Context: an optimization exercise on an open-source flow, tuned for small area, a short achievable clock period and few clock cycles per item. The choices shown serve that exercise and are no tape-out recipe. Function was checked by simulation only, so behaviour that the tests miss may differ from the original. Power figures rest on the tool's default switching activity, not on a simulated workload.

==> flow/design.v (excerpt) <==
module SME ( clk, reset, chardata, isstring, ispattern, valid, match, match_index);
==> flow/config.mk <==
export PLATFORM = sky130hd
export DESIGN_NAME = SME
export DESIGN_NICKNAME = SME
export VERILOG_FILES = /design/flow/design.v
export SDC_FILE = /design/flow/constraint.sdc
export NUM_CORES = 4
export LEC_CHECK = 0
export CAP_MARGIN = 20
export CORE_MARGIN = 2
export CORE_UTILIZATION = 40
export CTS_CLUSTER_DIAMETER = 120
export CTS_CLUSTER_SIZE = 24
export SLEW_MARGIN = 20
export TNS_END_PERCENT = 0
==> flow/constraint.sdc <==
create_clock -name core_clock -period 8.0 [get_ports {clk}]
set_input_delay 1.6000 -clock core_clock [delete_from_list [all_inputs] [get_ports {clk}]]
set_output_delay 1.6000 -clock core_clock [all_outputs]
set_load 0.01 [all_outputs]
standard.sh (not shown) runs the stock make flow with config.mk's settings and CLKGATE_MAP_FILE= SYNTH_SCRIPT=/design/flow/synth_recipe.tcl, a recipe that flattens the netlist after the stock synthesis.
==> flow/flow/run.sh <==
#!/bin/bash
set -euo pipefail
bash standard.sh SETUP_SLACK_MARGIN=5.7 finish > make_finish.log 2>&1
Testbench counts at the start, summed over its fixed seeds: cycles 114,566, items 8,000.
Then changed:
==> flow/run.sh (new file) <==
#!/bin/bash
# synth_recipe.tcl (not shown) runs the flow's synth.tcl, then flattens the netlist and writes it again
# the make line also repeats each setting of config.mk as NAME=value (left out here)
make -C /OpenROAD-flow-scripts/flow DESIGN_CONFIG=/design/flow/config.mk WORK_HOME=/design/flow/orfs CLKGATE_MAP_FILE= SYNTH_SCRIPT=/design/flow/synth_recipe.tcl finish
SETUP_SLACK_MARGIN = 5   (was unset)
TNS_END_PERCENT = unset   (was 0)
removed: flow/flow/run.sh
removed: flow/standard.sh
The new run completed without violations; die area does not change; non-clock buffer count shrinks by 5; clock power hardly moves; register-to-register slack loses 0.19 ns; power barely changes; wire length stays flat; sequential power barely changes; global-route usage hardly moves; clock skew hardly moves; design area is about the same; fmax drops by a few percent.

* * *

The RTL this note starts from:
==> flow/design.v <==
module SME ( clk, reset, chardata, isstring, ispattern, valid, match, match_index);
input clk;
input reset;
input [7:0] chardata;
input isstring;
input ispattern;
output valid;
output match;
output [4:0] match_index;
reg valid;
reg match;
reg [4:0] match_index;
reg  [7:0] c_q;         
reg        dot_q, car_q, dol_q, star_q;
reg        str_q, str_q2;
reg        pat_q, pat_q2;
wire in_car  = (chardata == 8'h5E);
wire in_dol  = (chardata == 8'h24);
wire in_dot  = (chardata == 8'h2E);
wire in_star = (chardata == 8'h2A);
always @(posedge clk) begin
	c_q    <= (in_car | in_dol) ? 8'h20 : chardata;
	dot_q  <= in_dot;
	car_q  <= in_car;
	dol_q  <= in_dol;
	star_q <= in_star;
end
always @(posedge clk or posedge reset) begin
	if (reset) begin
		str_q  <= 1'b0;
		str_q2 <= 1'b0;
		pat_q  <= 1'b0;
		pat_q2 <= 1'b0;
	end else begin
		str_q  <= isstring;
		str_q2 <= str_q;
		pat_q  <= ispattern;
		pat_q2 <= pat_q;
	end
end
wire lit_q = !(dot_q | car_q | dol_q | star_q);
reg [7:0] s [0:31];
reg [4:0] len;           
integer n;
always @(posedge clk) begin
	if (str_q) begin
		for (n = 0; n < 31; n = n + 1)
			s[n] <= s[n+1];
		s[31] <= c_q;
		len <= str_q2 ? len + 5'd1 : 5'd1;
	end
end
wire [4:0] len_nxt = str_q ? (str_q2 ? len + 5'd1 : 5'd1) : len;
wire [4:0] lo = 5'd0 - len_nxt;      
reg  [31:0] v;
integer j;
always @(*) begin
	for (j = 0; j < 32; j = j + 1)
		v[j] = (j >= lo);
end
reg [31:0] eq;
always @(*) begin
	for (j = 0; j < 32; j = j + 1)
		eq[j] = (s[j] == c_q);
end
reg  [32:0] m;
reg  [4:0]  base;        
reg         starred;
reg [32:0] pre;
always @(*) begin
	pre[0] = m[0];
	for (j = 1; j < 33; j = j + 1)
		pre[j] = pre[j-1] | m[j];
end
reg [4:0] fs;
always @(*) begin
	fs = 5'd0;
	for (j = 31; j >= 0; j = j - 1)
		if (m[j]) fs = j;
end
wire [4:0] cand = fs + base;
reg [32:0] m_nxt;
always @(*) begin
	m_nxt[0] = (car_q & m[0]) |
	           (dol_q & m[0] & eq[0]) |
	           (star_q & pre[0]);
	for (j = 1; j < 32; j = j + 1)
		m_nxt[j] = ((lit_q | dot_q) & m[j-1] & (dot_q | eq[j-1])) |
		           (car_q & m[j] & (!m[j-1] | eq[j-1])) |
		           (dol_q & m[j] & eq[j]) |
		           (star_q & pre[j]);
	m_nxt[32] = ((lit_q | dot_q) & m[31] & (dot_q | eq[31])) |
	            (dol_q & m[32]) |
	            (star_q & pre[32]);
end
always @(posedge clk) begin
	if (pat_q) begin
		m    <= m_nxt;
		base <= (lit_q | dot_q) ? base - 5'd1 : base;
	end else begin
		m    <= {1'b0, v};
		base <= len_nxt;
	end
end
always @(posedge clk or posedge reset) begin
	if (reset)
		starred <= 1'b0;
	else
		starred <= pat_q & (starred | star_q);
end
always @(posedge clk) begin
	if (!starred)
		match_index <= cand;
end
always @(posedge clk or posedge reset) begin
	if (reset) begin
		valid <= 1'b0;
	end else begin
		valid <= pat_q2 & !pat_q;
	end
end
always @(posedge clk) begin
	match <= |m;
end
endmodule
export LEC_CHECK = 0
export CAP_MARGIN = 20
export CORE_MARGIN = 2
export CORE_UTILIZATION = 40
export CTS_CLUSTER_DIAMETER = 120
export CTS_CLUSTER_SIZE = 24
export SLEW_MARGIN = 20
export TNS_END_PERCENT = 5
create_clock -name core_clock -period 8.0 [get_ports {clk}]
==> flow/flow/run.sh <==
#!/bin/bash
set -euo pipefail
bash standard.sh SETUP_SLACK_MARGIN=6.0 finish > make_finish.log 2>&1
The baseline produced a clean layout.
Testbench counts at the start, summed over its fixed seeds: cycles 114,566, items 8,000.
==> next run, changes <==
==> flow/run.sh (new file) <==
#!/bin/bash
# synth_recipe.tcl (not shown) runs the flow's synth.tcl, then flattens the netlist and writes it again
# the make line also repeats each setting of config.mk as NAME=value (left out here)
make -C /OpenROAD-flow-scripts/flow DESIGN_CONFIG=/design/flow/config.mk WORK_HOME=/design/flow/orfs CLKGATE_MAP_FILE= SYNTH_SCRIPT=/design/flow/synth_recipe.tcl finish
SETUP_SLACK_MARGIN = 5   (was default)
removed: flow/flow/run.sh
removed: flow/standard.sh
The changed run produced a clean layout.
Power fell by 2.3%.
Cell area fell by 2.3%.
Area after synthesis stays the same.
Non-clock buffer count fell by 24.
Core utilization fell by 1.0 points.
Sequential power hardly moves.
Clock power rose by about 0.9%.
Global-route usage fell by 0.18 points.
==> next run, changes <==
==> flow/flow/run.sh (new file) <==
#!/bin/bash
set -euo pipefail
bash standard.sh SETUP_SLACK_MARGIN=5.7 finish > make_finish.log 2>&1
==> flow/standard.sh (new file) <==
#!/bin/bash
# synth_recipe.tcl (not shown) runs the flow's synth.tcl, then flattens the netlist and writes it again
# the make line also repeats each setting of config.mk as NAME=value (left out here)
make -C /OpenROAD-flow-scripts/flow DESIGN_CONFIG=/design/flow/config.mk WORK_HOME=/design/flow/orfs CLKGATE_MAP_FILE= SYNTH_SCRIPT=/design/flow/synth_recipe.tcl "${@:-finish}"
CORE_UTILIZATION = 50   (was 40)
SETUP_SLACK_MARGIN = default   (was 5)
removed: flow/run.sh
=> Non-clock buffer count goes up by 25; critical path depth goes up by 10; count of clock-buffer cells in the layout does not change; worst hold slack improves by 0.014 ns; final cell count came out lower by a few percent; design area increases slightly; core utilization goes up by 12 points.
==> next run, changes <==
==> flow/flow/run.sh (replaced) <==
#!/bin/bash
set -euo pipefail
bash standard.sh SETUP_SLACK_MARGIN=5.4 finish > make_finish.log 2>&1
CORE_UTILIZATION = 40   (was 50)
- power fell by 1.1%
- routed wire length fell by 1.0%
- count of clock-buffer cells in the layout stays the same
- setup slack gains 0.014 ns
- utilization fell by 11 points
- clock power rose by about 2%
- worst hold slack loses 0.014 ns
- combinational power fell by 8.7%
- die area rose by 24%
- cell count rose by 3.9%
- synthesized cell count is unchanged

-- port drivers added, routing unchanged --
The flow's constraints put no driver on any port. The routed layouts listed below were extracted and timed again, unchanged, in two steps. Step 1 (the two cells are an assumption about what drives the block):
set clk [get_ports {clk}]
set_driving_cell -lib_cell sky130_fd_sc_hd__clkbuf_16 $clk
set_driving_cell -lib_cell sky130_fd_sc_hd__buf_2 [delete_from_list [all_inputs] $clk]
Step 2 times the ports against the registers' clock, not the clock port: input delays grow and output delays shrink by t, the midpoint of the rising clock arrivals with the driver on. Slacks: ideal / step 1 / step 2; pairs: ideal / step 1.
run | t (ns) | slack for setup (ns) | worst setup path after step 2 | pins driven straight from the clock port
the first run of note 1 | 0.567 | 5.198 / 5.145 / 4.971 | input to register | 1
the second run of note 1 | 0.573 | 5.021 / 5.021 / 4.950 | input to register | 1
the first run of note 2 | 0.565 | 5.257 / 5.256 / 4.959 | input to register | 1
the second run of note 2 | 0.568 | 5.010 / 4.959 / 4.890 | input to register | 1
the third run of note 2 | 0.557 | 5.118 / 5.118 / 4.901 | input to register | 1
the fourth run of note 2 | 0.574 | 5.132 / 5.132 / 4.889 | input to register | 1
After both steps every run listed still meets setup and hold. For the first run of note 2, which loses most, drivers alone change the setup slack by -0.001 ns; drivers and shift together by -0.298 ns.
